Background: an optimization exercise with open tools, aiming at small area, a short achievable clock period and few clock cycles. Do not read the settings as production practice. In this exercise RTL edits were held to simulation tests only and were not proved equivalent to the original.

==> run a <==
## conv_acc
module conv_acc(
    input         clk,
    input         rst_n,
    input         in_valid,
    input  [31:0] in_data,
    output        in_ready,
    output        out_valid,
    output [19:0] out_data
);
localparam W = 20;
localparam M_W = 2'd0, M_ING = 2'd1, M_FL = 2'd2;
reg       started;   
reg       wph;       
reg [1:0] phase;
reg [4:0] col;
reg [4:0] row;
reg [5:0] rot;       
reg       fl;        
reg [4:0] fpos;
reg       rdy;       
reg       canr;      
wire take = in_valid & canr;
wire adv  = take | (fl & ~started);
function [27:0] nxt;
    input       v;
    input       started;
    input       wph;
    input [1:0] phase;
    input [4:0] col;
    input [4:0] row;
    input [5:0] rot;
    input       fl;
    input [4:0] fpos;
    input       canr;
    reg st_n, wph_n, fl_n;
    reg [1:0] phase_n;
    reg [4:0] col_n, row_n, fpos_n;
    reg [5:0] rot_n;
    reg t, a;
    begin
        t = v & canr;
        a = t | (fl & ~started);
        st_n    = started;
        wph_n   = wph;
        phase_n = phase;
        col_n   = col;
        row_n   = row;
        rot_n   = rot;
        fl_n    = fl;
        fpos_n  = fpos;
        if (a)
            rot_n = 6'd0;
        else if (started)
            rot_n = (rot == 6'd57) ? 6'd0 : rot + 6'd1;
        if (a && fl) begin
            fpos_n = fpos + 5'd1;
            if (fpos == 5'd28) fl_n = 1'b0;
        end
        if (t) begin
            st_n    = 1'b1;
            phase_n = phase + 2'd1;
            if (wph) begin
                col_n = col + 5'd1;
                if (col == 5'd8) begin
                    wph_n   = 1'b0;
                    phase_n = 2'd0;
                    col_n   = 5'd0;
                end
            end else begin
                col_n = (col == 5'd27) ? 5'd0 : col + 5'd1;
                row_n = (col == 5'd27) ? row + 5'd1 : row;
                if (row == 5'd27 && col == 5'd27) begin
                    st_n   = 1'b0;
                    wph_n  = 1'b1;
                    row_n  = 5'd0;
                    fl_n   = 1'b1;
                    fpos_n = 5'd0;
                end
            end
        end
        nxt = {st_n, wph_n, phase_n, col_n, row_n, rot_n, fl_n, fpos_n,
  ...
Settings: LEC_CHECK=0, ABC_AREA=1, CAP_MARGIN=20, CORE_MARGIN=2, CORE_UTILIZATION=65, CTS_CLUSTER_DIAMETER=100, CTS_CLUSTER_SIZE=24, PLACE_DENSITY=0.72, SLEW_MARGIN=20, SYNTH_HIERARCHICAL=1, SYNTH_MINIMUM_KEEP_SIZE=0; clock period 9.0 ns.
standard.sh (not shown) runs the stock make flow with config.mk's settings and CLKGATE_MAP_FILE= SYNTH_SCRIPT=/design/flow/synth_recipe.tcl, a recipe that flattens the netlist after the stock synthesis.
==> flow/flow/run.sh <==
#!/bin/bash
set -euo pipefail
export SETUP_SLACK_MARGIN=6.0
export BUFFER_PORTS_ARGS="-buffer_cell sky130_fd_sc_hd__buf_2"
bash standard.sh > standard.log 2>&1
==> run b: changes against run a <==
==> flow/flow/run.sh (replaced) <==
#!/bin/bash
set -euo pipefail
export SETUP_SLACK_MARGIN=6.2
export BUFFER_PORTS_ARGS="-buffer_cell sky130_fd_sc_hd__buf_2"
bash standard.sh > standard.log 2>&1
- CORE_UTILIZATION: 65 -> 55
- PLACE_DENSITY: 0.72 -> 0.65
==> run c: changes against run a <==
==> flow/flow/run.sh (replaced) <==
#!/bin/bash
set -euo pipefail
export SETUP_SLACK_MARGIN=6.4
export BUFFER_PORTS_ARGS="-buffer_cell sky130_fd_sc_hd__buf_2"
bash standard.sh > standard.log 2>&1
==> Flow_metrics.wiki <==
{| class="wikitable"
! Metric !! Value
|-
| Width of the chip || 240 um
|-
| Crit path from || rdy
|-
| Pre-CTS worst setup slack || 5.64 ns
|-
| Average wire per cell in the routed design || 29.1 um
|-
| Endpoint arrival time on the critical path || 1.13 ns
|-
| Signed area change from the synthesized netlist to the final layout || 14.5%
|-
| Outcome || timing/DRC/antenna clean
|-
| Detailed route wirelength on metal2 || 53.7 mm
|-
| Total Routing Usage GR || 0.422
|-
| Logic depth of the worst register-to-register path || 8
|}
(the above is from run c)
==> Flow_metrics.wiki <==
{| class="wikitable"
! Metric !! Value
|-
| Logic depth of the worst register-to-register path || 5
|-
| Hold depth || 0
|-
| Sum of overflow across all layers after global routing || 0
|-
| Endpoint arrival time on the critical path || 1.13 ns
|-
| Sequential area share after synthesis || 0.547
|-
| Endpoints failing setup || 0
|-
| Outcome || timing/DRC/antenna clean
|-
| Average wire per cell in the routed design || 24.9 um
|-
| Cts hold-fix bufs || 0
|-
| Crit path from || rdy
|-
| Total Routing Usage GR || 0.316
|}
(the above is from run b)
==> Flow_metrics.wiki <==
{| class="wikitable"
! Metric !! Value
|-
| Outcome || timing/DRC/antenna clean
|-
| Crit path from || p3_1[7]
|-
| Total Routing Usage GR || 0.377
|-
| Detailed route wirelength on metal2 || 47.9 mm
|-
| Pre-CTS worst setup slack || 5.67 ns
|-
| Signed area change from the synthesized netlist to the final layout || 6.98%
|}
(the above is from run a)
Testbench counts of run a, summed over its fixed seeds: cycles 19,304.
Testbench counts of run b, summed over its fixed seeds: cycles 19,304.
Testbench counts of run c, summed over its fixed seeds: cycles 19,304.

==> what the ideal ports hide <==
Ports are ideal in the flow. The routed layouts listed here were re-timed in OpenROAD. Step 1 sets driving cells, clkbuf_16 on the clock port and buf_2 on the other inputs (assumed; they add their load-dependent delay and slew). Step 2 moves the port delays by t, midway between the first and last clock arrival at a register: inputs arrive t later, outputs are due t later. That takes back most of the time a late clock gives input paths. a / b / c = ideal / step 1 / step 2; a / b = the first two.
run | shift t [ns] | slack for setup (ns) | worst setup path at the end | clock arrival spread, ns | cell pins on the clock port's net
run a | 0.674 | 5.992 / 5.992 / 5.676 | input to register | 0.039 / 0.039 | 1
run b | 0.695 | 6.070 / 6.003 / 5.799 | input to register | 0.031 / 0.031 | 1
run c | 0.690 | 6.069 / 6.007 / 5.836 | input to register | 0.029 / 0.029 | 1
After both steps every run listed still meets setup and hold. The setup slack of run a, which loses most, moves by 0.000 ns with the drivers and by -0.316 ns with both steps.
